Source: an optimization exercise on an open RTL-to-GDS flow (aim: small area). Production flows keep margins and buffers that such runs may drop. In this exercise RTL edits were held to simulation tests only and were not proved equivalent to the original.

==> flow/design.v, too long to show whole: its modules and the start of the top module <==
// module jpeg_dctq: 178 lines
// module dct_row: 1184 lines
// module dct_col: 437 lines
// module quant0: 139 lines
// module quant1: 98 lines
// module quant2: 90 lines
// module quant3: 130 lines
// module fa: 6 lines
// module ha: 6 lines
module jpeg_dctq (clk, reset, pix_in, coef_out);
  // ...
==> flow/run.sh <==
#!/bin/bash
# synth_recipe.tcl (not shown) runs the flow's synth.tcl, then flattens the netlist and writes it again
# the make line also repeats each setting of config.mk as NAME=value (left out here)
make -C /OpenROAD-flow-scripts/flow DESIGN_CONFIG=/design/flow/config.mk WORK_HOME=/design/flow/orfs CLKGATE_MAP_FILE= SYNTH_SCRIPT=/design/flow/synth_recipe.tcl finish
==> flow/config.mk <==
export PLATFORM = sky130hd
export DESIGN_NAME = jpeg_dctq
export DESIGN_NICKNAME = jpeg_dctq
export VERILOG_FILES = /design/flow/design.v
export SDC_FILE = /design/flow/constraint.sdc
export NUM_CORES = 4
export LEC_CHECK = 0
export CAP_MARGIN = 20
export CORE_MARGIN = 2
export CORE_UTILIZATION = 60
export CTS_BUF_LIST = sky130_fd_sc_hd__clkbuf_16
export CTS_CLUSTER_DIAMETER = 120
export CTS_CLUSTER_SIZE = 32
export PLACE_DENSITY = 0.75
export SLEW_MARGIN = 20
export SYNTH_HIERARCHICAL = 1
export SYNTH_MINIMUM_KEEP_SIZE = 0
==> flow/constraint.sdc <==
create_clock -name core_clock -period 11.0 [get_ports {clk}]
set_input_delay 2.2000 -clock core_clock [delete_from_list [all_inputs] [get_ports {clk}]]
set_output_delay 2.2000 -clock core_clock [all_outputs]
set_load 0.01 [all_outputs]
==> flow_summary.yaml, run 1 <==
layout:
  n_all_inverters: 472
  fillerInstances: 5497
  largest_cell_class: "multi-input gates"
outcome:
  status: "complete, no violations"
route:
  vias: 24500
setup_path:
  end_kind: "flip-flop"
  cp_data_arrival_time_ns: 10.80
  critPathSlowestCell: "fa_1"
  cp.depth: 31
  crit_buf_inv: 1
  worst_setup_path_start_kind: "flip-flop"
grt:
  gr-total-overflow: 0
  grt_pass1_vias: 27000
placement:
  io_buffers: 129
floorplan:
  die_x_um: 278
  initial_core_util_pct: 60.7
  dieArea_mm2: 0.0775
clocking:
  htree_levels: 2
hold_path:
  worstHoldEndpoint: "zz2[11]$_DFF_P_"
logic_synthesis:
  avgSynthCellArea_um2: 13.4
  yosysWarningCount: 7
sta:
  setup_viol: 0
  hold_violations: 0
  tightest_slew_ns: 1.05
==> inputs of run 2 (changes only) <==
--- a/flow/design.v
+++ b/flow/design.v
@@ -1,34 +1,32 @@
 module jpeg_dctq (clk, reset, pix_in, coef_out);
   input clk, reset;
   input [63:0] pix_in;
   output [63:0] coef_out;
   reg [2:0] ph;
   reg [2:0] bc;
   wire [2:0] nph = ph + 3'd1;
-  wire [2:0] nbc = (ph == 3'd7 && bc != 3'd5) ? bc + 3'd1 : bc;
+  wire [2:0] nbc = (ph == 3'd7 && bc != 3'd4) ? bc + 3'd1 : bc;
   always @(posedge clk)
-    if (~reset) begin ph <= 3'd7; bc <= 3'd0; end
+    if (~reset) begin ph <= 3'd0; bc <= 3'd0; end
     else begin ph <= nph; bc <= nbc; end
-  wire nb0 = (nbc == 3'd2);
+  wire nb0 = (nbc == 3'd1);
   wire [3:0] nl = nb0 ? {1'b0, nph} + 4'd1 : {1'b0, nph};
   reg [6:0] sel;
   reg b0, dc;
   always @(posedge clk)
     if (~reset) begin sel <= 7'd0; b0 <= 1'b0; dc <= 1'b0; end
     else begin
       sel <= (7'd1 << nl[2:0]) & {7{~nl[3] & (nl[2:0] != 3'd7)}};
       b0 <= nb0;
       dc <= (nph == 3'd0);
     end
-  reg [63:0] din;
-  always @(posedge clk) din <= pix_in;
   wire [55:0] d1;
-  dct_row row (.in(din), .out(d1));
+  dct_row row (.in(pix_in), .out(d1));
   reg [63:0] ln0;
   reg [71:0] ln1;
   reg [79:0] ln2;
   reg [87:0] ln3;
   reg [95:0] ln4;
   reg [103:0] ln5;
   reg [111:0] ln6;
   always @(posedge clk) begin
@@ -143,43 +141,43 @@
   assign qs3[1] = uq == 3'd4;
   assign qs3[2] = uq == 3'd1 || uq == 3'd2 || uq == 3'd3;
   assign qs3[3] = uq == 3'd0;
   assign qs3[4] = uq == 3'd0 || uq == 3'd2;
   assign qs3[5] = uq == 3'd1;
   assign qs3[6] = uq == 3'd1;
   wire [7:0] qo3;
   quant3 qu3 (.in(d2r[9:0]), .sel(qs3), .off(1'b0), .out(qo3));
-  reg [69:0] zz0;
-  reg [69:0] zz1;
-  reg [69:0] zz2;
-  reg [76:0] zz3;
+  reg [76:0] zz0;
+  reg [76:0] zz1;
+  reg [76:0] zz2;
+  reg [83:0] zz3;
   always @(posedge clk) begin
-    zz0 <= {zz0[62:0], qo0[6:0]};
-    zz1 <= {zz1[62:0], qo1[6:0]};
-    zz2 <= {zz2[62:0], qo2[6:0]};
-    zz3 <= {zz3[69:0], qo3[6:0]};
+    zz0 <= {zz0[69:0], qo0[6:0]};
+    zz1 <= {zz1[69:0], qo1[6:0]};
+    zz2 <= {zz2[69:0], qo2[6:0]};
+    zz3 <= {zz3[76:0], qo3[6:0]};
   end
-  wire [2:0] r = ph - 3'd3;
-  wire [7:0] dcv = {{1'b0, zz0[69:68]} - 3'd1, zz0[67:63]};
-  wire ob0 = (bc == 3'd4 && ph < 3'd3) || (bc == 3'd3 && ph >= 3'd3);
+  wire [2:0] r = ph - 3'd4;
+  wire [7:0] dcv = {{1'b0, zz0[76:75]} - 3'd1, zz0[74:70]};
+  wire ob0 = (bc == 3'd3 && ph < 3'd4) || (bc == 3'd2 && ph >= 3'd4);
   wire obn = !ob0;
   wire e0 = obn && r == 3'd0;
   wire e1 = obn && r == 3'd1;
   wire e2 = (obn && r == 3'd2) || (ob0 && r == 3'd0);
   wire e3 = (obn && r == 3'd3) || (ob0 && r == 3'd1);
   wire e5 = (obn && r == 3'd5) || (ob0 && r == 3'd3);
-  assign coef_out[63:56] = ({8{e0}} & dcv) | ({8{e1}} & {zz2[69], zz2[69:63]}) | ({8{e2}} & {zz1[55], zz1[55:49]}) | ({8{e3}} & {zz3[69], zz3[69:63]}) | ({8{e5}} & {zz3[69], zz3[69:63]});
-  assign coef_out[55:48] = ({8{e0}} & {zz0[62], zz0[62:56]}) | ({8{e1}} & {zz3[76], zz3[76:70]}) | ({8{e2}} & {zz2[62], zz2[62:56]}) | ({8{e3}} & {zz2[62], zz2[62:56]}) | ({8{e5}} & {zz2[62], zz2[62:56]});
-  assign coef_out[47:40] = ({8{e0}} & {zz1[69], zz1[69:63]}) | ({8{e2}} & {zz3[69], zz3[69:63]}) | ({8{e3}} & {zz1[55], zz1[55:49]}) | ({8{e5}} & {zz1[55], zz1[55:49]});
-  assign coef_out[39:32] = ({8{e0}} & {zz2[69], zz2[69:63]}) | ({8{e1}} & {zz3[69], zz3[69:63]}) | ({8{e3}} & {zz0[48], zz0[48:42]}) | ({8{e5}} & {zz2[55], zz2[55:49]});
-  assign coef_out[31:24] = ({8{e0}} & {zz1[62], zz1[62:56]}) | ({8{e1}} & {zz2[62], zz2[62:56]}) | ({8{e3}} & {zz0[41], zz0[41:35]}) | ({8{e5}} & {zz3[62], zz3[62:56]});
-  assign coef_out[23:16] = ({8{e0}} & {zz0[55], zz0[55:49]}) | ({8{e1}} & {zz1[55], zz1[55:49]}) | ({8{e3}} & {zz1[48], zz1[48:42]});
-  assign coef_out[15:8] = ({8{e0}} & {zz0[48], zz0[48:42]}) | ({8{e1}} & {zz0[48], zz0[48:42]}) | ({8{e3}} & {zz2[55], zz2[55:49]});
-  assign coef_out[7:0] = ({8{e0}} & {zz1[55], zz1[55:49]}) | ({8{e1}} & {zz0[41], zz0[41:35]}) | ({8{e3}} & {zz3[62], zz3[62:56]});
+  assign coef_out[63:56] = ({8{e0}} & dcv) | ({8{e1}} & {zz2[76], zz2[76:70]}) | ({8{e2}} & {zz1[62], zz1[62:56]}) | ({8{e3}} & {zz3[76], zz3[76:70]}) | ({8{e5}} & {zz3[76], zz3[76:70]});
+  assign coef_out[55:48] = ({8{e0}} & {zz0[69], zz0[69:63]}) | ({8{e1}} & {zz3[83], zz3[83:77]}) | ({8{e2}} & {zz2[69], zz2[69:63]}) | ({8{e3}} & {zz2[69], zz2[69:63]}) | ({8{e5}} & {zz2[69], zz2[69:63]});
+  assign coef_out[47:40] = ({8{e0}} & {zz1[76], zz1[76:70]}) | ({8{e2}} & {zz3[76], zz3[76:70]}) | ({8{e3}} & {zz1[62], zz1[62:56]}) | ({8{e5}} & {zz1[62], zz1[62:56]});
+  assign coef_out[39:32] = ({8{e0}} & {zz2[76], zz2[76:70]}) | ({8{e1}} & {zz3[76], zz3[76:70]}) | ({8{e3}} & {zz0[55], zz0[55:49]}) | ({8{e5}} & {zz2[62], zz2[62:56]});
+  assign coef_out[31:24] = ({8{e0}} & {zz1[69], zz1[69:63]}) | ({8{e1}} & {zz2[69], zz2[69:63]}) | ({8{e3}} & {zz0[48], zz0[48:42]}) | ({8{e5}} & {zz3[69], zz3[69:63]});
+  assign coef_out[23:16] = ({8{e0}} & {zz0[62], zz0[62:56]}) | ({8{e1}} & {zz1[62], zz1[62:56]}) | ({8{e3}} & {zz1[55], zz1[55:49]});
+  assign coef_out[15:8] = ({8{e0}} & {zz0[55], zz0[55:49]}) | ({8{e1}} & {zz0[55], zz0[55:49]}) | ({8{e3}} & {zz2[62], zz2[62:56]});
+  assign coef_out[7:0] = ({8{e0}} & {zz1[62], zz1[62:56]}) | ({8{e1}} & {zz0[48], zz0[48:42]}) | ({8{e3}} & {zz3[69], zz3[69:63]});
 endmodule
 module dct_row (in, out);
   input [63:0] in;
   output [55:0] out;
   wire r1s, r1c;
   ha r1u (in[56], in[0], r1s, r1c);
   wire r2s, r2c;
   fa r2u (in[57], in[1], r1c, r2s, r2c);
@@ -707,663 +705,693 @@
   fa r307u (r306s, r304c, ~r305c, r307s, r307c);
   wire r308 = r96s ^ r306c;
   wire r309 = r96s | r306c;
   wire r310 = r308 ^ r307c;
   wire r311 = ~r308 & r307c;
   wire r312s, r312c;
   fa r312u (r96c, r309, r311, r312s, r312c);
   wire r313 = r284s & ((|{r87, r258, r261, ~r264s, ~r267, r271s, ~r275, r280s}) | r312c);
-  wire r314 = r313 ^ r290;
-  wire r315 = r313 & ~r290;
-  wire r316 = r315 ^ r297;
-  wire r317 = r315 & ~r297;
-  wire r318 = r317 ^ r302s;
-  wire r319 = r317 & ~r302s;
-  wire r320 = r319 ^ r305s;
-  wire r321 = r319 & ~r305s;
-  wire r322s, r322c;
-  ha r322u (r321, r307s, r322s, r322c);
-  wire r323 = r310 ^ r322c;
-  wire r324 = ~r310 & r322c;
-  wire r325s, r325c;
-  ha r325u (r324, r312s, r325s, r325c);
-  wire r326 = r312c ^ r325c;
-  wire r327 = r97 ^ r99s;
-  wire r328 = r97 | r99s;
-  wire r329 = r328 ^ r100s;
-  wire r330 = r328 | r100s;
-  wire r331 = r87 ^ r97;
-  wire r332 = r87 | ~r97;
-  wire r333s, r333c;
-  fa r333u (~r331, r330, r101s, r333s, r333c);
-  wire r334s, r334c;
-  fa r334u (r87, r332, r89s, r334s, r334c);
-  wire r335s, r335c;
-  fa r335u (r99s, r102s, r333c, r335s, r335c);
-  wire r336 = r334s ^ r335s;
-  wire r337 = r334s & ~r335s;
-  wire r338s, r338c;
-  fa r338u (r89s, r90s, r334c, r338s, r338c);
-  wire r339s, r339c;
-  fa r339u (r100s, r103s, r335c, r339s, r339c);
+  wire r314 = r290 ^ r297;
+  wire r315 = r290 | r297;
+  wire r316 = r315 ^ r302s;
+  wire r317 = r315 | r302s;
+  wire r318 = r317 ^ r305s;
+  wire r319 = r317 | r305s;
+  wire r320 = r319 ^ r307s;
+  wire r321 = ~r319 & r307s;
+  wire r322 = r310 ^ r321;
+  wire r323 = ~r310 & r321;
+  wire r324s, r324c;
+  ha r324u (r323, r312s, r324s, r324c);
+  wire r325 = r312c ^ r324c;
+  wire r326 = r313 ? r290 : ~r290;
+  wire r327 = r313 ? r314 : ~r297;
+  wire r328 = r313 ? r316 : ~r302s;
+  wire r329 = r313 ? r318 : ~r305s;
+  wire r330 = r313 ? ~r320 : r307s;
+  wire r331 = r313 ? ~r322 : ~r310;
+  wire r332 = r313 ? r324s : r312s;
+  wire r333 = r313 ? ~r325 : ~r312c;
+  wire r334 = r97 ^ r99s;
+  wire r335 = r97 | r99s;
+  wire r336 = r335 ^ r100s;
+  wire r337 = r335 | r100s;
+  wire r338 = r87 ^ r97;
+  wire r339 = r87 | ~r97;
   wire r340s, r340c;
-  fa r340u (r338s, r337, ~r339s, r340s, r340c);
-  wire r341 = r97 ^ r90s;
-  wire r342 = ~r97 | r90s;
-  wire r343s, r343c;
-  fa r343u (r341, r91s, r338c, r343s, r343c);
-  wire r344s, r344c;
-  fa r344u (r101s, r104s, r339c, r344s, r344c);
+  fa r340u (~r338, r337, r101s, r340s, r340c);
+  wire r341s, r341c;
+  fa r341u (r87, r339, r89s, r341s, r341c);
+  wire r342s, r342c;
+  fa r342u (r99s, r102s, r340c, r342s, r342c);
+  wire r343 = r341s ^ r342s;
+  wire r344 = r341s & ~r342s;
   wire r345s, r345c;
-  fa r345u (r343s, r340c, ~r344s, r345s, r345c);
+  fa r345u (r89s, r90s, r341c, r345s, r345c);
   wire r346s, r346c;
-  fa r346u (~r99s, r342, r91s, r346s, r346c);
+  fa r346u (r100s, r103s, r342c, r346s, r346c);
   wire r347s, r347c;
-  fa r347u (r92s, r343c, r346s, r347s, r347c);
-  wire r348s, r348c;
-  fa r348u (r102s, r105s, r344c, r348s, r348c);
-  wire r349s, r349c;
-  fa r349u (r347s, r345c, ~r348s, r349s, r349c);
+  fa r347u (r345s, r344, ~r346s, r347s, r347c);
+  wire r348 = r97 ^ r90s;
+  wire r349 = ~r97 | r90s;
   wire r350s, r350c;
-  fa r350u (~r100s, r92s, r346c, r350s, r350c);
+  fa r350u (r348, r91s, r345c, r350s, r350c);
   wire r351s, r351c;
-  fa r351u (r93s, r347c, r350s, r351s, r351c);
+  fa r351u (r101s, r104s, r346c, r351s, r351c);
   wire r352s, r352c;
-  fa r352u (r103s, r106s, r348c, r352s, r352c);
+  fa r352u (r350s, r347c, ~r351s, r352s, r352c);
   wire r353s, r353c;
-  fa r353u (r351s, r349c, ~r352s, r353s, r353c);
-  wire r354 = r93s ^ r350c;
-  wire r355 = r93s | r350c;
+  fa r353u (~r99s, r349, r91s, r353s, r353c);
+  wire r354s, r354c;
+  fa r354u (r92s, r350c, r353s, r354s, r354c);
+  wire r355s, r355c;
+  fa r355u (r102s, r105s, r351c, r355s, r355c);
   wire r356s, r356c;
-  fa r356u (r101s, r354, r104s, r356s, r356c);
+  fa r356u (r354s, r352c, ~r355s, r356s, r356c);
   wire r357s, r357c;
-  fa r357u (r94s, r351c, ~r356s, r357s, r357c);
+  fa r357u (~r100s, r92s, r353c, r357s, r357c);
   wire r358s, r358c;
-  fa r358u (r106c, ~r357s, r352c, r358s, r358c);
-  wire r359 = r358s ^ r353c;
-  wire r360 = ~r358s & r353c;
-  wire r361 = r102s ^ r355;
-  wire r362 = ~r102s | r355;
+  fa r358u (r93s, r354c, r357s, r358s, r358c);
+  wire r359s, r359c;
+  fa r359u (r103s, r106s, r355c, r359s, r359c);
+  wire r360s, r360c;
+  fa r360u (r358s, r356c, ~r359s, r360s, r360c);
+  wire r361 = r93s ^ r357c;
+  wire r362 = r93s | r357c;
   wire r363s, r363c;
-  fa r363u (r94s, r361, r95s, r363s, r363c);
+  fa r363u (r101s, r361, r104s, r363s, r363c);
   wire r364s, r364c;
-  fa r364u (r105s, r356c, ~r357c, r364s, r364c);
+  fa r364u (r94s, r358c, ~r363s, r364s, r364c);
   wire r365s, r365c;
-  fa r365u (~r363s, r364s, r358c, r365s, r365c);
-  wire r366 = r360 ^ r365s;
-  wire r367 = r360 & ~r365s;
-  wire r368 = r103s ^ r362;
-  wire r369 = ~r103s | r362;
+  fa r365u (r106c, ~r364s, r359c, r365s, r365c);
+  wire r366 = r365s ^ r360c;
+  wire r367 = ~r365s & r360c;
+  wire r368 = r102s ^ r362;
+  wire r369 = ~r102s | r362;
   wire r370s, r370c;
-  fa r370u (r368, r95s, r96s, r370s, r370c);
+  fa r370u (r94s, r368, r95s, r370s, r370c);
   wire r371s, r371c;
-  fa r371u (r106s, ~r363c, r364c, r371s, r371c);
+  fa r371u (r105s, r363c, ~r364c, r371s, r371c);
   wire r372s, r372c;
   fa r372u (~r370s, r371s, r365c, r372s, r372c);
   wire r373 = r367 ^ r372s;
   wire r374 = r367 & ~r372s;
-  wire r375 = r104s ^ r369;
-  wire r376 = ~r104s | r369;
+  wire r375 = r103s ^ r369;
+  wire r376 = ~r103s | r369;
   wire r377s, r377c;
-  fa r377u (r375, r96c, r96s, r377s, r377c);
+  fa r377u (r375, r95s, r96s, r377s, r377c);
   wire r378s, r378c;
-  fa r378u (~r106c, r370c, r377s, r378s, r378c);
+  fa r378u (r106s, ~r370c, r371c, r378s, r378c);
   wire r379s, r379c;
-  fa r379u (r371c, ~r378s, r372c, r379s, r379c);
+  fa r379u (~r377s, r378s, r372c, r379s, r379c);
   wire r380 = r374 ^ r379s;
   wire r381 = r374 & ~r379s;
-  wire r382 = r105s ^ r376;
-  wire r383 = ~r105s | r376;
+  wire r382 = r104s ^ r376;
+  wire r383 = ~r104s | r376;
   wire r384s, r384c;
-  fa r384u (r96c, r382, r377c, r384s, r384c);
+  fa r384u (r382, r96c, r96s, r384s, r384c);
   wire r385s, r385c;
-  fa r385u (r384s, r378c, ~r379c, r385s, r385c);
+  fa r385u (~r106c, r377c, r384s, r385s, r385c);
   wire r386s, r386c;
-  ha r386u (r381, r385s, r386s, r386c);
-  wire r387s, r387c;
-  fa r387u (r383, ~r106s, r384c, r387s, r387c);
-  wire r388s, r388c;
-  fa r388u (r387s, r385c, r386c, r388s, r388c);
-  wire r389s, r389c;
-  fa r389u (~r106c, r387c, r388c, r389s, r389c);
-  wire r390 = r353s & ((|{r97, r327, r329, ~r333s, ~r336, r340s, r345s, r349s}) | r389c);
-  wire r391 = r390 ^ r359;
-  wire r392 = r390 & ~r359;
-  wire r393 = r392 ^ r366;
-  wire r394 = r392 & ~r366;
-  wire r395 = r394 ^ r373;
-  wire r396 = r394 & ~r373;
-  wire r397 = r396 ^ r380;
-  wire r398 = r396 & ~r380;
-  wire r399s, r399c;
-  ha r399u (r398, r386s, r399s, r399c);
-  wire r400s, r400c;
-  ha r400u (r399c, r388s, r400s, r400c);
-  wire r401s, r401c;
-  ha r401u (r400c, r389s, r401s, r401c);
-  wire r402 = r389c ^ r401c;
-  wire r403 = r33 ^ r42;
-  wire r404 = ~r33 | r42;
-  wire r405s, r405c;
-  fa r405u (r404, ~r35s, r44s, r405s, r405c);
+  fa r386u (r378c, ~r385s, r379c, r386s, r386c);
+  wire r387 = r381 ^ r386s;
+  wire r388 = r381 & ~r386s;
+  wire r389 = r105s ^ r383;
+  wire r390 = ~r105s | r383;
+  wire r391s, r391c;
+  fa r391u (r96c, r389, r384c, r391s, r391c);
+  wire r392s, r392c;
+  fa r392u (r391s, r385c, ~r386c, r392s, r392c);
+  wire r393s, r393c;
+  ha r393u (r388, r392s, r393s, r393c);
+  wire r394s, r394c;
+  fa r394u (r390, ~r106s, r391c, r394s, r394c);
+  wire r395s, r395c;
+  fa r395u (r394s, r392c, r393c, r395s, r395c);
+  wire r396s, r396c;
+  fa r396u (~r106c, r394c, r395c, r396s, r396c);
+  wire r397 = r360s & ((|{r97, r334, r336, ~r340s, ~r343, r347s, r352s, r356s}) | r396c);
+  wire r398 = r366 ^ r373;
+  wire r399 = r366 | r373;
+  wire r400 = r399 ^ r380;
+  wire r401 = r399 | r380;
+  wire r402 = r401 ^ r387;
+  wire r403 = r401 | r387;
+  wire r404 = r403 ^ r393s;
+  wire r405 = ~r403 & r393s;
   wire r406s, r406c;
-  fa r406u (r60, r128s, r45s, r406s, r406c);
+  ha r406u (r405, r395s, r406s, r406c);
   wire r407s, r407c;
-  fa r407u (~r36s, r405c, r406s, r407s, r407c);
-  wire r408s, r408c;
-  fa r408u (r60, r62s, r129s, r408s, r408c);
-  wire r409s, r409c;
-  fa r409u (~r37s, r46s, r406c, r409s, r409c);
-  wire r410s, r410c;
-  fa r410u (r408s, r407c, r409s, r410s, r410c);
-  wire r411s, r411c;
-  fa r411u (r42, r62s, r63s, r411s, r411c);
-  wire r412s, r412c;
-  fa r412u (r130s, r408c, r411s, r412s, r412c);
-  wire r413s, r413c;
-  fa r413u (~r38s, r47s, r409c, r413s, r413c);
-  wire r414s, r414c;
-  fa r414u (r412s, r410c, r413s, r414s, r414c);
-  wire r415s, r415c;
-  fa r415u (r128s, r44s, r63s, r415s, r415c);
-  wire r416s, r416c;
-  fa r416u (r64s, r411c, r415s, r416s, r416c);
-  wire r417s, r417c;
-  fa r417u (r131s, r412c, r416s, r417s, r417c);
-  wire r418s, r418c;
-  fa r418u (~r39s, r48s, r413c, r418s, r418c);
+  ha r407u (r406c, r396s, r407s, r407c);
+  wire r408 = r396c ^ r407c;
+  wire r409 = r397 ? r366 : ~r366;
+  wire r410 = r397 ? r398 : ~r373;
+  wire r411 = r397 ? r400 : ~r380;
+  wire r412 = r397 ? r402 : ~r387;
+  wire r413 = r397 ? ~r404 : r393s;
+  wire r414 = r397 ? r406s : r395s;
+  wire r415 = r397 ? r407s : r396s;
+  wire r416 = r397 ? ~r408 : ~r396c;
+  wire r417 = r33 ^ r42;
+  wire r418 = ~r33 | r42;
   wire r419s, r419c;
-  fa r419u (r417s, r414c, r418s, r419s, r419c);
+  fa r419u (r418, ~r35s, r44s, r419s, r419c);
   wire r420s, r420c;
-  fa r420u (r33, r45s, r129s, r420s, r420c);
+  fa r420u (r60, r128s, r45s, r420s, r420c);
   wire r421s, r421c;
-  fa r421u (r64s, r415c, r420s, r421s, r421c);
+  fa r421u (~r36s, r419c, r420s, r421s, r421c);
   wire r422s, r422c;
-  fa r422u (r65s, r416c, r421s, r422s, r422c);
+  fa r422u (r60, r62s, r129s, r422s, r422c);
   wire r423s, r423c;
-  fa r423u (r132s, r417c, r49s, r423s, r423c);
+  fa r423u (~r37s, r46s, r420c, r423s, r423c);
   wire r424s, r424c;
-  fa r424u (~r40s, r418c, r422s, r424s, r424c);
+  fa r424u (r422s, r421c, r423s, r424s, r424c);
   wire r425s, r425c;
-  fa r425u (r419c, r423s, r424s, r425s, r425c);
+  fa r425u (r42, r62s, r63s, r425s, r425c);
   wire r426s, r426c;
-  fa r426u (r35s, r46s, r130s, r426s, r426c);
+  fa r426u (r130s, r422c, r425s, r426s, r426c);
   wire r427s, r427c;
-  fa r427u (r420c, r65s, r421c, r427s, r427c);
+  fa r427u (~r38s, r47s, r423c, r427s, r427c);
   wire r428s, r428c;
-  fa r428u (r426s, r66s, r422c, r428s, r428c);
+  fa r428u (r426s, r424c, r427s, r428s, r428c);
   wire r429s, r429c;
-  fa r429u (r427s, r133s, r50s, r429s, r429c);
+  fa r429u (r128s, r44s, r63s, r429s, r429c);
   wire r430s, r430c;
-  fa r430u (r423c, r424c, r428s, r430s, r430c);
+  fa r430u (r64s, r425c, r429s, r430s, r430c);
   wire r431s, r431c;
-  fa r431u (r429s, r425c, r430s, r431s, r431c);
-  wire r432 = r41s ^ r431s;
-  wire r433 = ~r41s & r431s;
+  fa r431u (r131s, r426c, r430s, r431s, r431c);
+  wire r432s, r432c;
+  fa r432u (~r39s, r48s, r427c, r432s, r432c);
+  wire r433s, r433c;
+  fa r433u (r431s, r428c, r432s, r433s, r433c);
   wire r434s, r434c;
-  fa r434u (r36s, r47s, r131s, r434s, r434c);
+  fa r434u (r33, r45s, r129s, r434s, r434c);
   wire r435s, r435c;
-  fa r435u (r426c, r66s, r427c, r435s, r435c);
+  fa r435u (r64s, r429c, r434s, r435s, r435c);
   wire r436s, r436c;
-  fa r436u (r434s, r67s, r50c, r436s, r436c);
+  fa r436u (r65s, r430c, r435s, r436s, r436c);
   wire r437s, r437c;
-  fa r437u (~r41c, r428c, r435s, r437s, r437c);
+  fa r437u (r132s, r431c, r49s, r437s, r437c);
   wire r438s, r438c;
-  fa r438u (r134s, r429c, r436s, r438s, r438c);
+  fa r438u (~r40s, r432c, r436s, r438s, r438c);
   wire r439s, r439c;
-  fa r439u (r430c, r437s, r438s, r439s, r439c);
+  fa r439u (r433c, r437s, r438s, r439s, r439c);
   wire r440s, r440c;
-  fa r440u (r431c, r433, r439s, r440s, r440c);
-  wire r441 = r37s ^ r48s;
-  wire r442 = r37s | r48s;
+  fa r440u (r35s, r46s, r130s, r440s, r440c);
+  wire r441s, r441c;
+  fa r441u (r434c, r65s, r435c, r441s, r441c);
+  wire r442s, r442c;
+  fa r442u (r440s, r66s, r436c, r442s, r442c);
   wire r443s, r443c;
-  fa r443u (r132s, r434c, r67s, r443s, r443c);
+  fa r443u (r441s, r133s, r50s, r443s, r443c);
   wire r444s, r444c;
-  fa r444u (r435c, r68s, r443s, r444s, r444c);
+  fa r444u (r437c, r438c, r442s, r444s, r444c);
   wire r445s, r445c;
-  fa r445u (~r441, r436c, r437c, r445s, r445c);
-  wire r446s, r446c;
-  fa r446u (r135s, r444s, r438c, r446s, r446c);
-  wire r447s, r447c;
-  fa r447u (r445s, r439c, r446s, r447s, r447c);
+  fa r445u (r443s, r439c, r444s, r445s, r445c);
+  wire r446 = r41s ^ r445s;
+  wire r447 = ~r41s & r445s;
   wire r448s, r448c;
-  ha r448u (r447s, r440c, r448s, r448c);
+  fa r448u (r36s, r47s, r131s, r448s, r448c);
   wire r449s, r449c;
-  fa r449u (r38s, r442, r49s, r449s, r449c);
+  fa r449u (r440c, r66s, r441c, r449s, r449c);
   wire r450s, r450c;
-  fa r450u (r133s, r68c, r68s, r450s, r450c);
+  fa r450u (r448s, r67s, r50c, r450s, r450c);
   wire r451s, r451c;
-  fa r451u (r443c, r449s, r444c, r451s, r451c);
+  fa r451u (~r41c, r442c, r449s, r451s, r451c);
   wire r452s, r452c;
-  fa r452u (r450s, r445c, r136s, r452s, r452c);
+  fa r452u (r134s, r443c, r450s, r452s, r452c);
   wire r453s, r453c;
-  fa r453u (r451s, r446c, r452s, r453s, r453c);
+  fa r453u (r444c, r451s, r452s, r453s, r453c);
   wire r454s, r454c;
-  fa r454u (r447c, r453s, r448c, r454s, r454c);
-  wire r455 = r39s ^ r68c;
-  wire r456 = r39s | r68c;
+  fa r454u (r445c, r447, r453s, r454s, r454c);
+  wire r455 = r37s ^ r48s;
+  wire r456 = r37s | r48s;
   wire r457s, r457c;
-  fa r457u (r50s, r449c, r134s, r457s, r457c);
+  fa r457u (r132s, r448c, r67s, r457s, r457c);
   wire r458s, r458c;
-  fa r458u (~r455, r450c, r457s, r458s, r458c);
+  fa r458u (r449c, r68s, r457s, r458s, r458c);
   wire r459s, r459c;
-  fa r459u (r136c, r451c, r458s, r459s, r459c);
+  fa r459u (~r455, r450c, r451c, r459s, r459c);
   wire r460s, r460c;
-  fa r460u (r452c, r459s, r453c, r460s, r460c);
+  fa r460u (r135s, r458s, r452c, r460s, r460c);
   wire r461s, r461c;
-  ha r461u (r460s, r454c, r461s, r461c);
-  wire r462 = r40s ^ r50c;
-  wire r463 = r40s | r50c;
+  fa r461u (r459s, r453c, r460s, r461s, r461c);
+  wire r462s, r462c;
+  ha r462u (r461s, r454c, r462s, r462c);
+  wire r463s, r463c;
+  fa r463u (r38s, r456, r49s, r463s, r463c);
   wire r464s, r464c;
-  fa r464u (r456, r135s, r457c, r464s, r464c);
+  fa r464u (r133s, r68c, r68s, r464s, r464c);
   wire r465s, r465c;
-  fa r465u (~r462, r458c, r464s, r465s, r465c);
+  fa r465u (r457c, r463s, r458c, r465s, r465c);
   wire r466s, r466c;
-  fa r466u (r459c, r465s, r460c, r466s, r466c);
+  fa r466u (r464s, r459c, r136s, r466s, r466c);
   wire r467s, r467c;
-  ha r467u (r461c, r466s, r467s, r467c);
+  fa r467u (r465s, r460c, r466s, r467s, r467c);
   wire r468s, r468c;
-  fa r468u (r41s, r463, r136s, r468s, r468c);
-  wire r469s, r469c;
-  fa r469u (r464c, r465c, r468s, r469s, r469c);
-  wire r470s, r470c;
-  fa r470u (r469s, r466c, r467c, r470s, r470c);
-  wire r471 = r41c ^ r136c;
-  wire r472 = r41c | r136c;
+  fa r468u (r461c, r467s, r462c, r468s, r468c);
+  wire r469 = r39s ^ r68c;
+  wire r470 = r39s | r68c;
+  wire r471s, r471c;
+  fa r471u (r50s, r463c, r134s, r471s, r471c);
+  wire r472s, r472c;
+  fa r472u (~r469, r464c, r471s, r472s, r472c);
   wire r473s, r473c;
-  fa r473u (~r471, r468c, r469c, r473s, r473c);
+  fa r473u (r136c, r465c, r472s, r473s, r473c);
   wire r474s, r474c;
-  ha r474u (r473s, r470c, r474s, r474c);
+  fa r474u (r466c, r473s, r467c, r474s, r474c);
   wire r475s, r475c;
-  fa r475u (r472, r473c, r474c, r475s, r475c);
-  wire r476 = r440s & ((|{r403, r405s, r407s, r410s, r414s, r419s, r425s, ~r432}) | r475c);
-  wire r477s, r477c;
-  ha r477u (r476, r448s, r477s, r477c);
+  ha r475u (r474s, r468c, r475s, r475c);
+  wire r476 = r40s ^ r50c;
+  wire r477 = r40s | r50c;
   wire r478s, r478c;
-  ha r478u (r477c, r454s, r478s, r478c);
+  fa r478u (r470, r135s, r471c, r478s, r478c);
   wire r479s, r479c;
-  ha r479u (r461s, r478c, r479s, r479c);
+  fa r479u (~r476, r472c, r478s, r479s, r479c);
   wire r480s, r480c;
-  ha r480u (r479c, r467s, r480s, r480c);
+  fa r480u (r473c, r479s, r474c, r480s, r480c);
   wire r481s, r481c;
-  ha r481u (r480c, r470s, r481s, r481c);
+  ha r481u (r475c, r480s, r481s, r481c);
   wire r482s, r482c;
-  ha r482u (r474s, r481c, r482s, r482c);
+  fa r482u (r41s, r477, r136s, r482s, r482c);
   wire r483s, r483c;
-  ha r483u (r482c, r475s, r483s, r483c);
-  wire r484 = r475c ^ r483c;
-  wire r485s, r485c;
-  ha r485u (r51, r33, r485s, r485c);
-  wire r486s, r486c;
-  fa r486u (r485c, r53s, r35s, r486s, r486c);
-  wire r487 = r42 ^ r137;
-  wire r488 = ~r42 | r137;
+  fa r483u (r478c, r479c, r482s, r483s, r483c);
+  wire r484s, r484c;
+  fa r484u (r483s, r480c, r481c, r484s, r484c);
+  wire r485 = r41c ^ r136c;
+  wire r486 = r41c | r136c;
+  wire r487s, r487c;
+  fa r487u (~r485, r482c, r483c, r487s, r487c);
+  wire r488s, r488c;
+  ha r488u (r487s, r484c, r488s, r488c);
   wire r489s, r489c;
-  fa r489u (r487, r54s, r36s, r489s, r489c);
-  wire r490s, r490c;
-  ha r490u (r486c, r489s, r490s, r490c);
+  fa r489u (r486, r487c, r488c, r489s, r489c);
+  wire r490 = r454s & ((|{r417, r419s, r421s, r424s, r428s, r433s, r439s, ~r446}) | r489c);
   wire r491s, r491c;
-  ha r491u (r42, r44s, r491s, r491c);
+  ha r491u (r462s, r468s, r491s, r491c);
   wire r492s, r492c;
-  fa r492u (r488, ~r491s, r139s, r492s, r492c);
+  ha r492u (r475s, r491c, r492s, r492c);
   wire r493s, r493c;
-  fa r493u (r55s, r37s, r489c, r493s, r493c);
+  ha r493u (r492c, r481s, r493s, r493c);
   wire r494s, r494c;
-  fa r494u (r492s, r490c, r493s, r494s, r494c);
+  ha r494u (r493c, r484s, r494s, r494c);
   wire r495s, r495c;
-  fa r495u (~r33, r44s, r491c, r495s, r495c);
+  ha r495u (r488s, r494c, r495s, r495c);
   wire r496s, r496c;
-  fa r496u (r45s, r495s, ~r140s, r496s, r496c);
-  wire r497s, r497c;
-  fa r497u (r492c, r56s, r38s, r497s, r497c);
-  wire r498s, r498c;
-  fa r498u (r493c, r494c, r497s, r498s, r498c);
-  wire r499 = r496s ^ r498s;
-  wire r500 = ~r496s & r498s;
-  wire r501s, r501c;
-  fa r501u (r137, r35s, ~r45s, r501s, r501c);
-  wire r502s, r502c;
-  fa r502u (r495c, r46s, ~r501s, r502s, r502c);
-  wire r503s, r503c;
-  fa r503u (~r141s, r496c, r502s, r503s, r503c);
-  wire r504s, r504c;
-  fa r504u (r57s, r39s, r497c, r504s, r504c);
-  wire r505s, r505c;
-  fa r505u (~r503s, r498c, r504s, r505s, r505c);
+  ha r496u (r495c, r489s, r496s, r496c);
+  wire r497 = r489c ^ r496c;
+  wire r498 = r490 ? ~r462s : r462s;
+  wire r499 = r490 ? r491s : r468s;
+  wire r500 = r490 ? r492s : r475s;
+  wire r501 = r490 ? r493s : r481s;
+  wire r502 = r490 ? r494s : r484s;
+  wire r503 = r490 ? r495s : r488s;
+  wire r504 = r490 ? r496s : r489s;
+  wire r505 = r490 ? ~r497 : ~r489c;
   wire r506s, r506c;
-  ha r506u (r500, r505s, r506s, r506c);
-  wire r507 = r36s ^ r139s;
-  wire r508 = r36s | r139s;
-  wire r509s, r509c;
-  fa r509u (r51, r46s, r507, r509s, r509c);
+  ha r506u (r51, r33, r506s, r506c);
+  wire r507s, r507c;
+  fa r507u (r506c, r53s, r35s, r507s, r507c);
+  wire r508 = r42 ^ r137;
+  wire r509 = ~r42 | r137;
   wire r510s, r510c;
-  fa r510u (r47s, r502c, r509s, r510s, r510c);
+  fa r510u (r508, r54s, r36s, r510s, r510c);
   wire r511s, r511c;
-  fa r511u (r501c, r142s, ~r503c, r511s, r511c);
+  ha r511u (r507c, r510s, r511s, r511c);
   wire r512s, r512c;
-  fa r512u (r58s, r40s, r504c, r512s, r512c);
+  ha r512u (r42, r44s, r512s, r512c);
   wire r513s, r513c;
-  fa r513u (r511s, r505c, r512s, r513s, r513c);
+  fa r513u (r509, ~r512s, r139s, r513s, r513c);
   wire r514s, r514c;
-  fa r514u (~r510s, r506c, r513s, r514s, r514c);
+  fa r514u (r55s, r37s, r510c, r514s, r514c);
   wire r515s, r515c;
-  fa r515u (r508, r37s, r140s, r515s, r515c);
+  fa r515u (r513s, r511c, r514s, r515s, r515c);
   wire r516s, r516c;
-  fa r516u (r53s, r47s, r509c, r516s, r516c);
+  fa r516u (~r33, r44s, r512c, r516s, r516c);
   wire r517s, r517c;
-  fa r517u (r48s, r510c, r516s, r517s, r517c);
+  fa r517u (r45s, r516s, ~r140s, r517s, r517c);
   wire r518s, r518c;
-  fa r518u (r515s, r143s, r511c, r518s, r518c);
+  fa r518u (r513c, r56s, r38s, r518s, r518c);
   wire r519s, r519c;
-  fa r519u (r59s, r41s, r512c, r519s, r519c);
-  wire r520s, r520c;
-  fa r520u (r518s, r513c, r519s, r520s, r520c);
-  wire r521s, r521c;
-  fa r521u (~r517s, r514c, r520s, r521s, r521c);
+  fa r519u (r514c, r515c, r518s, r519s, r519c);
+  wire r520 = r517s ^ r519s;
+  wire r521 = ~r517s & r519s;
   wire r522s, r522c;
-  fa r522u (r38s, r141s, r515c, r522s, r522c);
+  fa r522u (r137, r35s, ~r45s, r522s, r522c);
   wire r523s, r523c;
-  fa r523u (r54s, r48s, r516c, r523s, r523c);
+  fa r523u (r516c, r46s, ~r522s, r523s, r523c);
   wire r524s, r524c;
-  fa r524u (r49s, r517c, r523s, r524s, r524c);
+  fa r524u (~r141s, r517c, r523s, r524s, r524c);
   wire r525s, r525c;
-  fa r525u (r522s, r59c, r41c, r525s, r525c);
+  fa r525u (r57s, r39s, r518c, r525s, r525c);
   wire r526s, r526c;
-  fa r526u (r144s, r518c, ~r524s, r526s, r526c);
+  fa r526u (~r524s, r519c, r525s, r526s, r526c);
   wire r527s, r527c;
-  fa r527u (r519c, r525s, r526s, r527s, r527c);
-  wire r528s, r528c;
-  fa r528u (r520c, r527s, r521c, r528s, r528c);
-  wire r529 = r39s ^ r142s;
-  wire r530 = r39s | r142s;
+  ha r527u (r521, r526s, r527s, r527c);
+  wire r528 = r36s ^ r139s;
+  wire r529 = r36s | r139s;
+  wire r530s, r530c;
+  fa r530u (r51, r46s, r528, r530s, r530c);
   wire r531s, r531c;
-  fa r531u (r55s, r49s, r523c, r531s, r531c);
+  fa r531u (r47s, r523c, r530s, r531s, r531c);
   wire r532s, r532c;
-  fa r532u (r529, r50s, r524c, r532s, r532c);
+  fa r532u (r522c, r142s, ~r524c, r532s, r532c);
   wire r533s, r533c;
-  fa r533u (r522c, ~r531s, r525c, r533s, r533c);
+  fa r533u (r58s, r40s, r525c, r533s, r533c);
   wire r534s, r534c;
-  fa r534u (r145s, r526c, ~r532s, r534s, r534c);
+  fa r534u (r532s, r526c, r533s, r534s, r534c);
   wire r535s, r535c;
-  fa r535u (r533s, r534s, r527c, r535s, r535c);
+  fa r535u (~r531s, r527c, r534s, r535s, r535c);
   wire r536s, r536c;
-  ha r536u (r535s, r528c, r536s, r536c);
+  fa r536u (r529, r37s, r140s, r536s, r536c);
   wire r537s, r537c;
-  fa r537u (r530, r40s, r143s, r537s, r537c);
+  fa r537u (r53s, r47s, r530c, r537s, r537c);
   wire r538s, r538c;
-  fa r538u (r56s, r50c, r50s, r538s, r538c);
+  fa r538u (r48s, r531c, r537s, r538s, r538c);
   wire r539s, r539c;
-  fa r539u (r531c, r532c, r538s, r539s, r539c);
+  fa r539u (r536s, r143s, r532c, r539s, r539c);
   wire r540s, r540c;
-  fa r540u (r537s, r533c, r146s, r540s, r540c);
+  fa r540u (r59s, r41s, r533c, r540s, r540c);
   wire r541s, r541c;
-  fa r541u (r534c, r540s, r535c, r541s, r541c);
+  fa r541u (r539s, r534c, r540s, r541s, r541c);
   wire r542s, r542c;
-  fa r542u (~r539s, r536c, r541s, r542s, r542c);
+  fa r542u (~r538s, r535c, r541s, r542s, r542c);
   wire r543s, r543c;
-  ha r543u (r57s, r50c, r543s, r543c);
+  fa r543u (r38s, r141s, r536c, r543s, r543c);
   wire r544s, r544c;
-  fa r544u (r41s, r144s, r537c, r544s, r544c);
+  fa r544u (r54s, r48s, r537c, r544s, r544c);
   wire r545s, r545c;
-  fa r545u (r543s, r538c, ~r544s, r545s, r545c);
+  fa r545u (r49s, r538c, r544s, r545s, r545c);
   wire r546s, r546c;
-  fa r546u (~r146c, r539c, r545s, r546s, r546c);
+  fa r546u (r543s, r59c, r41c, r546s, r546c);
   wire r547s, r547c;
-  fa r547u (r540c, ~r546s, r541c, r547s, r547c);
+  fa r547u (r144s, r539c, ~r545s, r547s, r547c);
   wire r548s, r548c;
-  ha r548u (r542c, r547s, r548s, r548c);
-  wire r549 = r58s ^ r41c;
-  wire r550 = ~r58s | r41c;
-  wire r551s, r551c;
-  fa r551u (r549, r145s, r544c, r551s, r551c);
+  fa r548u (r540c, r546s, r547s, r548s, r548c);
+  wire r549s, r549c;
+  fa r549u (r541c, r548s, r542c, r549s, r549c);
+  wire r550 = r39s ^ r142s;
+  wire r551 = r39s | r142s;
   wire r552s, r552c;
-  fa r552u (r543c, r545c, ~r551s, r552s, r552c);
+  fa r552u (r55s, r49s, r544c, r552s, r552c);
   wire r553s, r553c;
-  fa r553u (r546c, r552s, ~r547c, r553s, r553c);
-  wire r554 = r548c ^ r553s;
-  wire r555 = r548c & ~r553s;
+  fa r553u (r550, r50s, r545c, r553s, r553c);
+  wire r554s, r554c;
+  fa r554u (r543c, ~r552s, r546c, r554s, r554c);
+  wire r555s, r555c;
+  fa r555u (r145s, r547c, ~r553s, r555s, r555c);
   wire r556s, r556c;
-  fa r556u (r550, r146s, r551c, r556s, r556c);
+  fa r556u (r554s, r555s, r548c, r556s, r556c);
   wire r557s, r557c;
-  fa r557u (r59s, r552c, ~r556s, r557s, r557c);
+  ha r557u (r556s, r549c, r557s, r557c);
   wire r558s, r558c;
-  fa r558u (r557s, r553c, ~r555, r558s, r558c);
-  wire r559 = r59c ^ r146c;
-  wire r560 = ~r59c | r146c;
+  fa r558u (r551, r40s, r143s, r558s, r558c);
+  wire r559s, r559c;
+  fa r559u (r56s, r50c, r50s, r559s, r559c);
+  wire r560s, r560c;
+  fa r560u (r552c, r553c, r559s, r560s, r560c);
   wire r561s, r561c;
-  fa r561u (r559, r556c, ~r557c, r561s, r561c);
-  wire r562 = r561s ^ r558c;
-  wire r563 = r561s & ~r558c;
+  fa r561u (r558s, r554c, r146s, r561s, r561c);
+  wire r562s, r562c;
+  fa r562u (r555c, r561s, r556c, r562s, r562c);
+  wire r563s, r563c;
+  fa r563u (~r560s, r557c, r562s, r563s, r563c);
   wire r564s, r564c;
-  fa r564u (r560, r561c, r563, r564s, r564c);
-  wire r565 = r528s & ((|{r485s, r486s, r490s, r494s, ~r499, r506s, r514s, r521s}) | r564c);
+  ha r564u (r57s, r50c, r564s, r564c);
+  wire r565s, r565c;
+  fa r565u (r41s, r144s, r558c, r565s, r565c);
   wire r566s, r566c;
-  ha r566u (r565, r536s, r566s, r566c);
+  fa r566u (r564s, r559c, ~r565s, r566s, r566c);
   wire r567s, r567c;
-  ha r567u (r566c, r542s, r567s, r567c);
+  fa r567u (~r146c, r560c, r566s, r567s, r567c);
   wire r568s, r568c;
-  ha r568u (r548s, r567c, r568s, r568c);
-  wire r569 = r568c ^ r554;
-  wire r570 = r568c & ~r554;
-  wire r571 = r570 ^ r558s;
-  wire r572 = r570 & ~r558s;
-  wire r573 = r562 ^ r572;
-  wire r574 = ~r562 & r572;
-  wire r575s, r575c;
-  ha r575u (r574, r564s, r575s, r575c);
-  wire r576 = r564c ^ r575c;
+  fa r568u (r561c, ~r567s, r562c, r568s, r568c);
+  wire r569s, r569c;
+  ha r569u (r563c, r568s, r569s, r569c);
+  wire r570 = r58s ^ r41c;
+  wire r571 = ~r58s | r41c;
+  wire r572s, r572c;
+  fa r572u (r570, r145s, r565c, r572s, r572c);
+  wire r573s, r573c;
+  fa r573u (r564c, r566c, ~r572s, r573s, r573c);
+  wire r574s, r574c;
+  fa r574u (r567c, r573s, ~r568c, r574s, r574c);
+  wire r575 = r569c ^ r574s;
+  wire r576 = r569c & ~r574s;
   wire r577s, r577c;
-  ha r577u (r42, r60, r577s, r577c);
+  fa r577u (r571, r146s, r572c, r577s, r577c);
   wire r578s, r578c;
-  fa r578u (r577c, r44s, r62s, r578s, r578c);
+  fa r578u (r59s, r573c, ~r577s, r578s, r578c);
   wire r579s, r579c;
-  fa r579u (r51, r147s, r45s, r579s, r579c);
-  wire r580s, r580c;
-  fa r580u (r63s, r578c, r579s, r580s, r580c);
-  wire r581s, r581c;
-  fa r581u (r51, r53s, r148s, r581s, r581c);
+  fa r579u (r578s, r574c, ~r576, r579s, r579c);
+  wire r580 = r59c ^ r146c;
+  wire r581 = ~r59c | r146c;
   wire r582s, r582c;
-  fa r582u (r46s, r64s, r579c, r582s, r582c);
-  wire r583s, r583c;
-  fa r583u (r581s, r580c, r582s, r583s, r583c);
-  wire r584s, r584c;
-  fa r584u (r60, r53s, r54s, r584s, r584c);
+  fa r582u (r580, r577c, ~r578c, r582s, r582c);
+  wire r583 = r582s ^ r579c;
+  wire r584 = r582s & ~r579c;
   wire r585s, r585c;
-  fa r585u (r149s, r581c, r584s, r585s, r585c);
-  wire r586s, r586c;
-  fa r586u (r47s, r65s, r582c, r586s, r586c);
+  fa r585u (r581, r582c, r584, r585s, r585c);
+  wire r586 = r549s & ((|{r506s, r507s, r511s, r515s, ~r520, r527s, r535s, r542s}) | r585c);
   wire r587s, r587c;
-  fa r587u (r585s, r583c, r586s, r587s, r587c);
+  ha r587u (r557s, r563s, r587s, r587c);
   wire r588s, r588c;
-  fa r588u (r147s, r62s, r54s, r588s, r588c);
-  wire r589s, r589c;
-  fa r589u (r55s, r584c, r588s, r589s, r589c);
-  wire r590s, r590c;
-  fa r590u (r150s, r585c, r589s, r590s, r590c);
-  wire r591s, r591c;
-  fa r591u (r48s, r66s, r586c, r591s, r591c);
-  wire r592s, r592c;
-  fa r592u (r590s, r587c, r591s, r592s, r592c);
-  wire r593 = r63s ^ r148s;
-  wire r594 = r63s | r148s;
+  ha r588u (r569s, r587c, r588s, r588c);
+  wire r589 = r588c ^ r575;
+  wire r590 = r588c & ~r575;
+  wire r591 = r590 ^ r579s;
+  wire r592 = r590 & ~r579s;
+  wire r593 = r583 ^ r592;
+  wire r594 = ~r583 & r592;
   wire r595s, r595c;
-  fa r595u (~r42, r55s, r588c, r595s, r595c);
-  wire r596s, r596c;
-  fa r596u (r56s, r589c, r595s, r596s, r596c);
-  wire r597s, r597c;
-  fa r597u (r151s, r590c, r596s, r597s, r597c);
-  wire r598s, r598c;
-  fa r598u (r49s, r67s, r591c, r598s, r598c);
-  wire r599s, r599c;
-  fa r599u (r597s, r592c, r598s, r599s, r599c);
-  wire r600 = r593 ^ r599s;
-  wire r601 = ~r593 & r599s;
-  wire r602s, r602c;
-  fa r602u (r594, r64s, r149s, r602s, r602c);
-  wire r603s, r603c;
-  fa r603u (~r44s, r56s, r595c, r603s, r603c);
-  wire r604s, r604c;
-  fa r604u (r602s, r57s, r596c, r604s, r604c);
+  ha r595u (r594, r585s, r595s, r595c);
+  wire r596 = r585c ^ r595c;
+  wire r597 = r586 ? ~r557s : r557s;
+  wire r598 = r586 ? r587s : r563s;
+  wire r599 = r586 ? r588s : r569s;
+  wire r600 = r586 ? ~r589 : ~r575;
+  wire r601 = r586 ? ~r591 : ~r579s;
+  wire r602 = r586 ? ~r593 : ~r583;
+  wire r603 = r586 ? r595s : r585s;
+  wire r604 = r586 ? ~r596 : ~r585c;
   wire r605s, r605c;
-  fa r605u (r603s, r152s, r597c, r605s, r605c);
+  ha r605u (r42, r60, r605s, r605c);
   wire r606s, r606c;
-  fa r606u (r604s, r50s, r68s, r606s, r606c);
+  fa r606u (r605c, r44s, r62s, r606s, r606c);
   wire r607s, r607c;
-  fa r607u (r598c, r605s, r599c, r607s, r607c);
+  fa r607u (r51, r147s, r45s, r607s, r607c);
   wire r608s, r608c;
-  fa r608u (r606s, r601, r607s, r608s, r608c);
+  fa r608u (r63s, r606c, r607s, r608s, r608c);
   wire r609s, r609c;
-  fa r609u (r65s, r150s, r602c, r609s, r609c);
+  fa r609u (r51, r53s, r148s, r609s, r609c);
   wire r610s, r610c;
-  fa r610u (~r45s, r57s, r603c, r610s, r610c);
+  fa r610u (r46s, r64s, r607c, r610s, r610c);
   wire r611s, r611c;
-  fa r611u (r609s, r58s, r604c, r611s, r611c);
+  fa r611u (r609s, r608c, r610s, r611s, r611c);
   wire r612s, r612c;
-  fa r612u (r610s, r50c, r68c, r612s, r612c);
+  fa r612u (r60, r53s, r54s, r612s, r612c);
   wire r613s, r613c;
-  fa r613u (r153s, r605c, r611s, r613s, r613c);
+  fa r613u (r149s, r609c, r612s, r613s, r613c);
   wire r614s, r614c;
-  fa r614u (r606c, r612s, r613s, r614s, r614c);
+  fa r614u (r47s, r65s, r610c, r614s, r614c);
   wire r615s, r615c;
-  fa r615u (r607c, r614s, r608c, r615s, r615c);
-  wire r616 = r66s ^ r151s;
-  wire r617 = r66s | r151s;
+  fa r615u (r613s, r611c, r614s, r615s, r615c);
+  wire r616s, r616c;
+  fa r616u (r147s, r62s, r54s, r616s, r616c);
+  wire r617s, r617c;
+  fa r617u (r55s, r612c, r616s, r617s, r617c);
   wire r618s, r618c;
-  fa r618u (r609c, r58s, r610c, r618s, r618c);
+  fa r618u (r150s, r613c, r617s, r618s, r618c);
   wire r619s, r619c;
-  fa r619u (r46s, r616, ~r59s, r619s, r619c);
+  fa r619u (r48s, r66s, r614c, r619s, r619c);
   wire r620s, r620c;
-  fa r620u (r611c, r618s, r612c, r620s, r620c);
-  wire r621s, r621c;
-  fa r621u (r154s, ~r619s, r613c, r621s, r621c);
-  wire r622s, r622c;
-  fa r622u (r620s, r621s, r614c, r622s, r622c);
+  fa r620u (r618s, r615c, r619s, r620s, r620c);
+  wire r621 = r63s ^ r148s;
+  wire r622 = r63s | r148s;
   wire r623s, r623c;
-  ha r623u (r622s, r615c, r623s, r623c);
+  fa r623u (~r42, r55s, r616c, r623s, r623c);
   wire r624s, r624c;
-  fa r624u (r617, r67s, r152s, r624s, r624c);
+  fa r624u (r56s, r617c, r623s, r624s, r624c);
   wire r625s, r625c;
-  fa r625u (r59c, r59s, r618c, r625s, r625c);
+  fa r625u (r151s, r618c, r624s, r625s, r625c);
   wire r626s, r626c;
-  fa r626u (r47s, ~r624s, r619c, r626s, r626c);
+  fa r626u (r49s, r67s, r619c, r626s, r626c);
   wire r627s, r627c;
-  fa r627u (r625s, r620c, r155s, r627s, r627c);
-  wire r628s, r628c;
-  fa r628u (r621c, r627s, r622c, r628s, r628c);
-  wire r629s, r629c;
-  fa r629u (~r626s, r623c, r628s, r629s, r629c);
-  wire r630 = r59c ^ r68s;
-  wire r631 = r59c | r68s;
+  fa r627u (r625s, r620c, r626s, r627s, r627c);
+  wire r628 = r621 ^ r627s;
+  wire r629 = ~r621 & r627s;
+  wire r630s, r630c;
+  fa r630u (r622, r64s, r149s, r630s, r630c);
+  wire r631s, r631c;
+  fa r631u (~r44s, r56s, r623c, r631s, r631c);
   wire r632s, r632c;
-  fa r632u (~r48s, r153s, r624c, r632s, r632c);
+  fa r632u (r630s, r57s, r624c, r632s, r632c);
   wire r633s, r633c;
-  fa r633u (~r630, r625c, r632s, r633s, r633c);
+  fa r633u (r631s, r152s, r625c, r633s, r633c);
   wire r634s, r634c;
-  fa r634u (r155c, ~r626c, r633s, r634s, r634c);
+  fa r634u (r632s, r50s, r68s, r634s, r634c);
   wire r635s, r635c;
-  fa r635u (r627c, r634s, r628c, r635s, r635c);
+  fa r635u (r626c, r633s, r627c, r635s, r635c);
   wire r636s, r636c;
-  ha r636u (r629c, r635s, r636s, r636c);
-  wire r637 = r49s ^ r68c;
-  wire r638 = ~r49s | r68c;
+  fa r636u (r634s, r629, r635s, r636s, r636c);
+  wire r637s, r637c;
+  fa r637u (r65s, r150s, r630c, r637s, r637c);
+  wire r638s, r638c;
+  fa r638u (~r45s, r57s, r631c, r638s, r638c);
   wire r639s, r639c;
-  fa r639u (r637, r631, r154s, r639s, r639c);
+  fa r639u (r637s, r58s, r632c, r639s, r639c);
   wire r640s, r640c;
-  fa r640u (r632c, r633c, r639s, r640s, r640c);
+  fa r640u (r638s, r50c, r68c, r640s, r640c);
   wire r641s, r641c;
-  fa r641u (r634c, r640s, r635c, r641s, r641c);
+  fa r641u (r153s, r633c, r639s, r641s, r641c);
   wire r642s, r642c;
-  ha r642u (r636c, r641s, r642s, r642c);
+  fa r642u (r634c, r640s, r641s, r642s, r642c);
   wire r643s, r643c;
-  fa r643u (r638, r155s, r639c, r643s, r643c);
-  wire r644s, r644c;
-  fa r644u (~r50s, r640c, r643s, r644s, r644c);
-  wire r645s, r645c;
-  fa r645u (r644s, r641c, r642c, r645s, r645c);
-  wire r646 = r50c ^ r155c;
-  wire r647 = ~r50c | r155c;
+  fa r643u (r635c, r642s, r636c, r643s, r643c);
+  wire r644 = r66s ^ r151s;
+  wire r645 = r66s | r151s;
+  wire r646s, r646c;
+  fa r646u (r637c, r58s, r638c, r646s, r646c);
+  wire r647s, r647c;
+  fa r647u (r46s, r644, ~r59s, r647s, r647c);
   wire r648s, r648c;
-  fa r648u (r646, r643c, r644c, r648s, r648c);
+  fa r648u (r639c, r646s, r640c, r648s, r648c);
   wire r649s, r649c;
-  ha r649u (r648s, r645c, r649s, r649c);
+  fa r649u (r154s, ~r647s, r641c, r649s, r649c);
   wire r650s, r650c;
-  fa r650u (r647, r648c, r649c, r650s, r650c);
-  wire r651 = r615s & ((|{r577s, r578s, r580s, r583s, r587s, r592s, ~r600, r608s}) | r650c);
+  fa r650u (r648s, r649s, r642c, r650s, r650c);
+  wire r651s, r651c;
+  ha r651u (r650s, r643c, r651s, r651c);
   wire r652s, r652c;
-  ha r652u (r651, r623s, r652s, r652c);
+  fa r652u (r645, r67s, r152s, r652s, r652c);
   wire r653s, r653c;
-  ha r653u (r652c, r629s, r653s, r653c);
+  fa r653u (r59c, r59s, r646c, r653s, r653c);
   wire r654s, r654c;
-  ha r654u (r636s, r653c, r654s, r654c);
+  fa r654u (r47s, ~r652s, r647c, r654s, r654c);
   wire r655s, r655c;
-  ha r655u (r654c, r642s, r655s, r655c);
+  fa r655u (r653s, r648c, r155s, r655s, r655c);
   wire r656s, r656c;
-  ha r656u (r655c, r645s, r656s, r656c);
+  fa r656u (r649c, r655s, r650c, r656s, r656c);
   wire r657s, r657c;
-  ha r657u (r649s, r656c, r657s, r657c);
-  wire r658s, r658c;
-  ha r658u (r657c, r650s, r658s, r658c);
-  wire r659 = r650c ^ r658c;
+  fa r657u (~r654s, r651c, r656s, r657s, r657c);
+  wire r658 = r59c ^ r68s;
+  wire r659 = r59c | r68s;
+  wire r660s, r660c;
+  fa r660u (~r48s, r153s, r652c, r660s, r660c);
+  wire r661s, r661c;
+  fa r661u (~r658, r653c, r660s, r661s, r661c);
+  wire r662s, r662c;
+  fa r662u (r155c, ~r654c, r661s, r662s, r662c);
+  wire r663s, r663c;
+  fa r663u (r655c, r662s, r656c, r663s, r663c);
+  wire r664s, r664c;
+  ha r664u (r657c, r663s, r664s, r664c);
+  wire r665 = r49s ^ r68c;
+  wire r666 = ~r49s | r68c;
+  wire r667s, r667c;
+  fa r667u (r665, r659, r154s, r667s, r667c);
+  wire r668s, r668c;
+  fa r668u (r660c, r661c, r667s, r668s, r668c);
+  wire r669s, r669c;
+  fa r669u (r662c, r668s, r663c, r669s, r669c);
+  wire r670s, r670c;
+  ha r670u (r664c, r669s, r670s, r670c);
+  wire r671s, r671c;
+  fa r671u (r666, r155s, r667c, r671s, r671c);
+  wire r672s, r672c;
+  fa r672u (~r50s, r668c, r671s, r672s, r672c);
+  wire r673s, r673c;
+  fa r673u (r672s, r669c, r670c, r673s, r673c);
+  wire r674 = r50c ^ r155c;
+  wire r675 = ~r50c | r155c;
+  wire r676s, r676c;
+  fa r676u (r674, r671c, r672c, r676s, r676c);
+  wire r677s, r677c;
+  ha r677u (r676s, r673c, r677s, r677c);
+  wire r678s, r678c;
+  fa r678u (r675, r676c, r677c, r678s, r678c);
+  wire r679 = r643s & ((|{r605s, r606s, r608s, r611s, r615s, r620s, ~r628, r636s}) | r678c);
+  wire r680s, r680c;
+  ha r680u (r651s, r657s, r680s, r680c);
+  wire r681s, r681c;
+  ha r681u (r664s, r680c, r681s, r681c);
+  wire r682s, r682c;
+  ha r682u (r681c, r670s, r682s, r682c);
+  wire r683s, r683c;
+  ha r683u (r682c, r673s, r683s, r683c);
+  wire r684s, r684c;
+  ha r684u (r677s, r683c, r684s, r684c);
+  wire r685s, r685c;
+  ha r685u (r684c, r678s, r685s, r685c);
+  wire r686 = r678c ^ r685c;
+  wire r687 = r679 ? ~r651s : r651s;
+  wire r688 = r679 ? r680s : r657s;
+  wire r689 = r679 ? r681s : r664s;
+  wire r690 = r679 ? r682s : r670s;
+  wire r691 = r679 ? r683s : r673s;
+  wire r692 = r679 ? r684s : r677s;
+  wire r693 = r679 ? r685s : r678s;
+  wire r694 = r679 ? ~r686 : ~r678c;
   assign out[48] = ~r186;
   assign out[49] = r189s;
   assign out[50] = r191s;
   assign out[51] = r194s;
   assign out[52] = r197s;
   assign out[53] = ~r200;
   assign out[54] = r204s;
   assign out[55] = ~r206;
-  assign out[40] = r477s;
-  assign out[41] = r478s;
-  assign out[42] = r479s;
-  assign out[43] = r480s;
-  assign out[44] = r481s;
-  assign out[45] = r482s;
-  assign out[46] = r483s;
-  assign out[47] = ~r484;
-  assign out[32] = ~r314;
-  assign out[33] = ~r316;
-  assign out[34] = ~r318;
-  assign out[35] = ~r320;
-  assign out[36] = r322s;
-  assign out[37] = ~r323;
-  assign out[38] = r325s;
-  assign out[39] = ~r326;
-  assign out[24] = r566s;
-  assign out[25] = r567s;
-  assign out[26] = r568s;
-  assign out[27] = ~r569;
-  assign out[28] = ~r571;
-  assign out[29] = ~r573;
-  assign out[30] = r575s;
-  assign out[31] = ~r576;
+  assign out[40] = r498;
+  assign out[41] = r499;
+  assign out[42] = r500;
+  assign out[43] = r501;
+  assign out[44] = r502;
+  assign out[45] = r503;
+  assign out[46] = r504;
+  assign out[47] = r505;
+  assign out[32] = r326;
+  assign out[33] = r327;
+  assign out[34] = r328;
+  assign out[35] = r329;
+  assign out[36] = r330;
+  assign out[37] = r331;
+  assign out[38] = r332;
+  assign out[39] = r333;
+  assign out[24] = r597;
+  assign out[25] = r598;
+  assign out[26] = r599;
+  assign out[27] = r600;
+  assign out[28] = r601;
+  assign out[29] = r602;
+  assign out[30] = r603;
+  assign out[31] = r604;
   assign out[16] = r237s;
   assign out[17] = r239s;
   assign out[18] = r241s;
   assign out[19] = r244s;
   assign out[20] = ~r247;
   assign out[21] = r251s;
   assign out[22] = ~r254;
   assign out[23] = r257;
-  assign out[8] = r652s;
-  assign out[9] = r653s;
-  assign out[10] = r654s;
-  assign out[11] = r655s;
-  assign out[12] = r656s;
-  assign out[13] = r657s;
-  assign out[14] = r658s;
-  assign out[15] = ~r659;
-  assign out[0] = ~r391;
-  assign out[1] = ~r393;
-  assign out[2] = ~r395;
-  assign out[3] = ~r397;
-  assign out[4] = r399s;
-  assign out[5] = r400s;
-  assign out[6] = r401s;
-  assign out[7] = ~r402;
+  assign out[8] = r687;
+  assign out[9] = r688;
+  assign out[10] = r689;
+  assign out[11] = r690;
+  assign out[12] = r691;
+  assign out[13] = r692;
+  assign out[14] = r693;
+  assign out[15] = r694;
+  assign out[0] = r409;
+  assign out[1] = r410;
+  assign out[2] = r411;
+  assign out[3] = r412;
+  assign out[4] = r413;
+  assign out[5] = r414;
+  assign out[6] = r415;
+  assign out[7] = r416;
 endmodule
 module dct_col (in, dc, out);
   input [63:0] in;
   input dc;
   output [39:0] out;
   wire c1s, c1c;
   ha c1u (in[56], in[0], c1s, c1c);
   wire c2s, c2c;
==> run 2 against run 1 <==
Die area decreased by 0.99%. Wire length about the same. Clock-buffer cell count fell by 4. Synthesized cell count decreased by 0.56%. Sequential share of layout area shrank 1.9 points. Global-route usage is 0.12 points higher. Worst setup slack got worse by 0.50 ns. Via count grew 0.70%. Clock skew down 0.013 ns. Flip-flop and latch count decreased by 36. Area after synthesis decreased by 1.0%. Critical endpoint is now ln4[7]$_DFF_P_. Largest cell class unchanged.
==> flow_summary.yaml, run 2 <==
placement:
  io_buffers: 129
  dp.cells: 4406
  post-place-ws_ns: -0.434
  gp_congestion: 0.977
  dp_hpwl_mm: 75.9
route:
  vias: 24600
  drc_errors: 0
  drtIter0Drc: 1991
  routedWlPerCell_um: 21.1
  totalWireLength_mm: 93.8
  firstDrtPassIters: 9
  vias_per_cell: 5.53
  ant_nets: 0
floorplan:
  pin_count: 130
  initial_core_util_pct: 60.4
  die_x_um: 277
  die_h_um: 277
  fp.coreArea_mm2: 0.0741
  rows: 100
  dieArea_mm2: 0.0767
setup_path:
  cp_data_arrival_time_ns: 11.26
  cp_common_cell: "fa_1"
  rr_startpoint: "sel[3]$_SDFF_PN0_"
  cp_data_required_time_ns: 11.48
  worst_setup_path_start_kind: "primary input"
  startpoint: "pix_in[32]"
  critPathKind: "primary input to flip-flop"
  end_kind: "flip-flop"
  max_stage_delay_ns: 0.56
  critPathSlowestCell: "fa_2"
  worstPathMaxFanout: 2
sta:
  skew_ns: 0.0226
  setup_viol: 0
  max_clock_freq_mhz: 92.8
  period_needed_ns: 10.78
  rsz0062_at_grt: "no"
  fin_crit_sh_pct: 98.0
  slew_headroom_pct: 37.2
  hold_violations: 0
  setup_ws_ns: 0.224
  maxSlewViolCount: 0
  tightest_slew_ns: 0.940
clocking:
  clk_pin_slew_ns: 0.11
  cts_hold_repair.buffers: 0
  cts_sinks: 986
  clockBufferDepth: 3
  htree_levels: 2
  tritoncts: "built"
  clkLatencyLatePin_ns: 0.60
  cts_root_buf: "clkbuf_16"
  cts_buffers: 37
layout:
  fillerInstances: 5487
  final_cell_mix: "979 x dfxtp_1, 631 x fa_1, 501 x inv_1, 237 x ha_1, 195 x a22oi_1"
  largest_reg_flops: 112
  largestRegisters: "ln6 x112, ln5 x104, ln4 x96"
  layout.nets: 4432
  instances_no_fill: 4454
  area_delta_synth_final_pct: 7.83
  drive_gt1_share_pct: 8.75
  largest_register: "ln6"
  final_common_cell: "dfxtp_1"
logic_synthesis:
  syn_inst: 3362
  avgSynthCellArea_um2: 13.3
  synth_area_mm2: 0.0447
  synth_fp_nets: 4314
  yosysWarningCount: 7
grt:
  grt_pass1_wl_mm: 150
  gr-total-overflow: 0
  grt_pass1_vias: 27400
  grtUsageTotal_pct: 25.2
  antenna_found_initial: 2
  grt_max_degree: 52
outcome:
  status: "complete, no violations"
flow_run:
  cap_violations: 0
hold_path:
  worstHoldPathType: "flip-flop to flip-flop"
  min_from: "ln4[7]$_DFF_P_"
run 2: metrics by stage:
step	hold WS [ns]	TNS (ns)	util (%)	area, um^2
6_report	0.330	0	65.1	48200
5_1_grt	0.338	0	65.1	48200
4_1_cts	0.334	0	64.9	48100
3_5_place_dp	0.312	-8.53	63.6	47100
3_3_place_gp	0.309	-4.01	63.6	47100
2_1_floorplan	0.310	0	-	44700
run 2: layout make-up:
type	instances	area, um^2	share of cell area [%]
Antenna cell	1	2.50	0.00519
Clock buffer	37	926	1.92
Clock inverter	6	61.3	0.127
Inverter	500	1880	3.89
Multi-Input combinational cell	1668	21900	45.3
Sequential cell	986	19800	41.0
Tap cell	969	1210	2.51
Timing Repair Buffer	287	2530	5.24
run 2: metal layers:
layer | wire length, um | GRT usage (%)
met3 | 3920 | 2.26
met5 | 0 | 0
met1 | 37200 | 31.4
met2 | 49200 | 46.0
met4 | 3510 | 8.78
run 2: worst paths after layout:
kind / endpoint / slack [ns] / cells past startpoint
worst max-delay path: ln4[7]$_DFF_P_ / 0.22 / 30
worst max register to register: d2r[18]$_DFF_P_ / 0.61 / 30
worst min-delay path: ln4[15]$_DFF_P_ / 0.33 / 0
worst min register to register: ln4[15]$_DFF_P_ / 0.33 / 0
run 2: timing repair:
action / 4_1_cts / 5_1_grt
hold endpoints to repair: 0 / 0
buffers inserted: 0 / 4
resized for setup: 0 / 26
setup endpoints to repair: 0 / 17
run 2: worst max-delay path, delay by kind of cell:
family                   cells  cell delay, ns
adder cells (fa/ha/maj)     24            8.16
buffers and inverters        3            0.64
XOR/XNOR                     1            0.12
AND/OR/NAND/NOR              2            0.15

==> afterwards: timing with drivers on the ports <==
Ports are ideal in the flow. The routed layouts listed here were re-timed in OpenROAD.
Step 1 assumes that a clkbuf_16 drives the clock port and a buf_2 every other input.
Step 2 moves the port delays by t, midway between the first and last clock arrival at a register: inputs arrive t later, outputs are due t later. That takes back most of the time a late clock gives input paths.
Three values: ideal ports, drivers, drivers and shift; two values: the first two.
| run | t, ns | slack for setup (ns) | latest minus earliest clock arrival (ns) | worst data-port slew with drivers (ns) | pins driven straight from the clock port |
|---|---|---|---|---|---|
| run 1 | 0.656 | 0.724 / 0.724 / 0.724 | 0.056 / 0.056 | 0.04 | 1 |
| run 2 | 0.649 | 0.224 / 0.265 / -0.383 | 0.025 / 0.025 | 0.06 | 1 |
With both steps, setup timing fails in run 2, where it was met with ideal ports. The setup slack of run 2, which loses most, moves by +0.041 ns with the drivers and by -0.607 ns with both steps.
